Background: an optimization exercise with open tools, aiming at small area. Do not read the settings as production practice. The RTL was checked by simulation tests, not by an equivalence proof against the original design.

==> inputs of try-delta <==
## convolution
module convolution #(parameter BW1=16, BW2=16, STRIDE=1, xs=32, ws=5)
	(input iCLK, iRSTn, iWren,
	 input [4:0] iADDR,
	 input [7:0] iWeight,
	 input signed [7:0] iX,
	 input iValid,
	 output signed [BW2-1:0] oPsum,
	 output oValid);
==> module decoder, before the edit <==
module decoder(input iCLK, iRSTn, iWren,
	input [4:0] iAddr,
	input [7:0] iWeight,
	output reg [199:0] oW);
integer a;
wire [7:0] d = iWeight & {8{iRSTn}};
always @(posedge iCLK)
	for (a = 0; a < 25; a = a + 1)
		if (!iRSTn || (iWren && iAddr == a)) oW[8*a +: 8] <= d;
endmodule
==> flow/config.mk <==
export PLATFORM = sky130hd
export DESIGN_NAME = convolution
export DESIGN_NICKNAME = convolution
export VERILOG_FILES = /design/flow/design.v
export SDC_FILE = /design/flow/constraint.sdc
export NUM_CORES = 4
export LEC_CHECK = 0
export CAP_MARGIN = 20
export CORE_MARGIN = 2
export CORE_UTILIZATION = 40
export CTS_CLUSTER_DIAMETER = 100
export CTS_CLUSTER_SIZE = 20
export PLACE_DENSITY = 0.6
export SLEW_MARGIN = 20
export SYNTH_HIERARCHICAL = 1
export SYNTH_MINIMUM_KEEP_SIZE = 0
==> flow/constraint.sdc <==
create_clock -name core_clock -period 8.0 [get_ports {iCLK}]
set_input_delay 1.6000 -clock core_clock [delete_from_list [all_inputs] [get_ports {iCLK}]]
set_output_delay 1.6000 -clock core_clock [all_outputs]
set_load 0.01 [all_outputs]
run.sh (not shown) runs the stock make flow with config.mk's settings and CLKGATE_MAP_FILE= SYNTH_SCRIPT=/design/flow/synth_recipe.tcl, a recipe that flattens the netlist after the stock synthesis.
==> try-nickel: changes against try-delta <==
--- a/flow/design.v
+++ b/flow/design.v
@@ -1938,6 +1938,7 @@
 integer a;
-wire [7:0] d = iWeight & {8{iRSTn}};
-always @(posedge iCLK)
-	for (a = 0; a < 25; a = a + 1)
-		if (!iRSTn || (iWren && iAddr == a)) oW[8*a +: 8] <= d;
+always @(posedge iCLK, negedge iRSTn)
+	if (!iRSTn) oW <= 200'd0;
+	else if (iWren)
+		for (a = 0; a < 25; a = a + 1)
+			if (iAddr == a) oW[8*a +: 8] <= iWeight;
 endmodule
--- a/flow/config.mk
+++ b/flow/config.mk
@@ -10,4 +10,4 @@
 export CORE_UTILIZATION = 40
-export CTS_CLUSTER_DIAMETER = 100
-export CTS_CLUSTER_SIZE = 20
+export CTS_CLUSTER_DIAMETER = 150
+export CTS_CLUSTER_SIZE = 22
 export PLACE_DENSITY = 0.6
==> try-umber: changes against try-delta <==
--- a/flow/design.v
+++ b/flow/design.v
@@ -1938,6 +1938,7 @@
 integer a;
-wire [7:0] d = iWeight & {8{iRSTn}};
-always @(posedge iCLK)
-	for (a = 0; a < 25; a = a + 1)
-		if (!iRSTn || (iWren && iAddr == a)) oW[8*a +: 8] <= d;
+always @(posedge iCLK, negedge iRSTn)
+	if (!iRSTn) oW <= 200'd0;
+	else if (iWren)
+		for (a = 0; a < 25; a = a + 1)
+			if (iAddr == a) oW[8*a +: 8] <= iWeight;
 endmodule
--- a/flow/config.mk
+++ b/flow/config.mk
@@ -10,4 +10,4 @@
 export CORE_UTILIZATION = 40
-export CTS_CLUSTER_DIAMETER = 100
-export CTS_CLUSTER_SIZE = 20
+export CTS_CLUSTER_DIAMETER = 60
+export CTS_CLUSTER_SIZE = 25
 export PLACE_DENSITY = 0.6
==> summary.md <==
| Metric | Value |
|---|---|
| Fill cells | `roughly 17000` |
| Routed length on met3 | `roughly 12000 um` |
| Antenna Diode Count | `4` |
| Share of layout cells above drive strength 1 | `about 7.8%` |
| Area of the placeable core | `187600 um^2` |
| Antenna violations before repair | `8` |
| Outcome | `timing/DRC/antenna clean` |
| Dpl cell area | `a little under 80000 um^2` |
| Upper clock frequency limit | `around 0.13 GHz` |
| Final HPWL DP | `between 150000 and 200000 um` |
| Origin of the worst setup path | `lb.sr[772]` |
| Area growth from synthesis to layout | `7.849%` |
| Crit path arrival time | `about 8300 ps` |
That was try-umber.
==> summary.md <==
| Metric | Value |
|---|---|
| Outcome | `timing/DRC/antenna clean` |
| Dpl cell area | `76400 um^2` |
| Routed length on met3 | `12230 um` |
| Area growth from synthesis to layout | `6.413%` |
| Antenna violations before repair | `2` |
| Upper clock frequency limit | `between 0.1 and 0.15 GHz` |
| Origin of the worst setup path | `lb.sr[534]` |
| Antenna Diode Count | `0` |
| Fill cells | `about 17000` |
| Share of layout cells above drive strength 1 | `about 3.6%` |
That was try-delta.
==> summary.md <==
| Metric | Value |
|---|---|
| Final HPWL DP | `153200 um` |
| Area growth from synthesis to layout | `5.671%` |
| Final setup viols | `0` |
| Area of the placeable core | `approximately 190000 um^2` |
| Upper clock frequency limit | `0.1307 GHz` |
| Routed length on met3 | `11850 um` |
| Starting density of the core | `between 40% and 50%` |
| Antenna Diode Count | `2` |
| Crit path arrival time | `between 8000 and 9000 ps` |
| Share of layout cells above drive strength 1 | `6.332%` |
| Fill cells | `~17000` |
| Antenna violations before repair | `8` |
| Origin of the worst setup path | `lb.sr[772]` |
| Outcome | `timing/DRC/antenna clean` |
That was try-nickel.

========
==> run a: inputs <==
convolution with an RTL version that a note above also has.
==> module decoder, before the edit <==
module decoder(input iCLK, iRSTn, iWren,
	input [4:0] iAddr,
	input [7:0] iWeight,
	output reg [199:0] oW);
integer a;
always @(posedge iCLK, negedge iRSTn)
	if (!iRSTn) oW <= 200'd0;
	else if (iWren)
		for (a = 0; a < 25; a = a + 1)
			if (iAddr == a) oW[8*a +: 8] <= iWeight;
endmodule
clock: 8.0 ns
lec_check: 0
cap_margin: 20
core_margin: 2
core_utilization: 40
place_density: 0.6
slew_margin: 20
synth_hierarchical: 1
synth_minimum_keep_size: 0
==> inputs of run b, as changes to run a <==
- CORE_UTILIZATION: 40 -> 60
- PLACE_DENSITY: 0.6 -> 0.7
==> inputs of run c, as changes to run a <==
--- a/flow/design.v
+++ b/flow/design.v
@@ -1937,9 +1937,8 @@
 	output reg [199:0] oW);
 integer a;
-always @(posedge iCLK, negedge iRSTn)
-	if (!iRSTn) oW <= 200'd0;
-	else if (iWren)
-		for (a = 0; a < 25; a = a + 1)
-			if (iAddr == a) oW[8*a +: 8] <= iWeight;
+wire [7:0] d = iWeight & {8{iRSTn}};
+always @(posedge iCLK)
+	for (a = 0; a < 25; a = a + 1)
+		if (!iRSTn || (iWren && iAddr == a)) oW[8*a +: 8] <= d;
 endmodule
 module control #(parameter STRIDE=1, xs=32, ws=5)
- CTS_CLUSTER_DIAMETER: default -> 150
- CTS_CLUSTER_SIZE: default -> 22
==> summary of the runs <==
- The lowest non-clock buffer count belongs to run b, the highest to run c.
- Of run a and run b, run a has the higher count of clock-buffer cells in the layout (gap 15).
- In flip-flop and latch count, run c and run a do not differ.
- Of run a and run b, run a has the higher fmax (gap 0.82%, measured against run b).
- First-iteration DRC count, highest first: run b, run a, run c.
- Core utilization, highest first: run b, run a, run c.
- In synthesized cell count, run b and run a do not differ.
- Routed wire length, lowest first: run c, run a, run b.
- The lowest sequential share of layout area belongs to run a, the highest to run c.

-- afterwards: timing with drivers on the ports --
The flow's constraints put no driver on any port. The routed layouts listed below were extracted and timed again, unchanged, in two steps. Step 1, drivers: a clkbuf_16 drives iCLK and a buf_2 each remaining input, both assumed. Step 2 times the ports against the registers' clock, not the clock port: input delays grow and output delays shrink by t, the midpoint of the rising clock arrivals with the driver on. a / b / c = ideal ports / drivers / drivers and shift; a / b = the first two.
run | t, ns | setup WS [ns] | pins driven straight from the clock port
try-delta | 0.784 | 0.439 / 0.439 / 0.439 | 1
try-nickel | 0.800 | 0.349 / 0.349 / 0.349 | 1
try-umber | 0.830 | 0.425 / 0.425 / 0.425 | 1
run a | 0.853 | 0.538 / 0.538 / 0.538 | 1
run b | 0.835 | 0.477 / 0.477 / 0.477 | 1
run c | 0.766 | 0.413 / 0.413 / 0.413 | 1
After both steps every run listed still meets setup and hold.
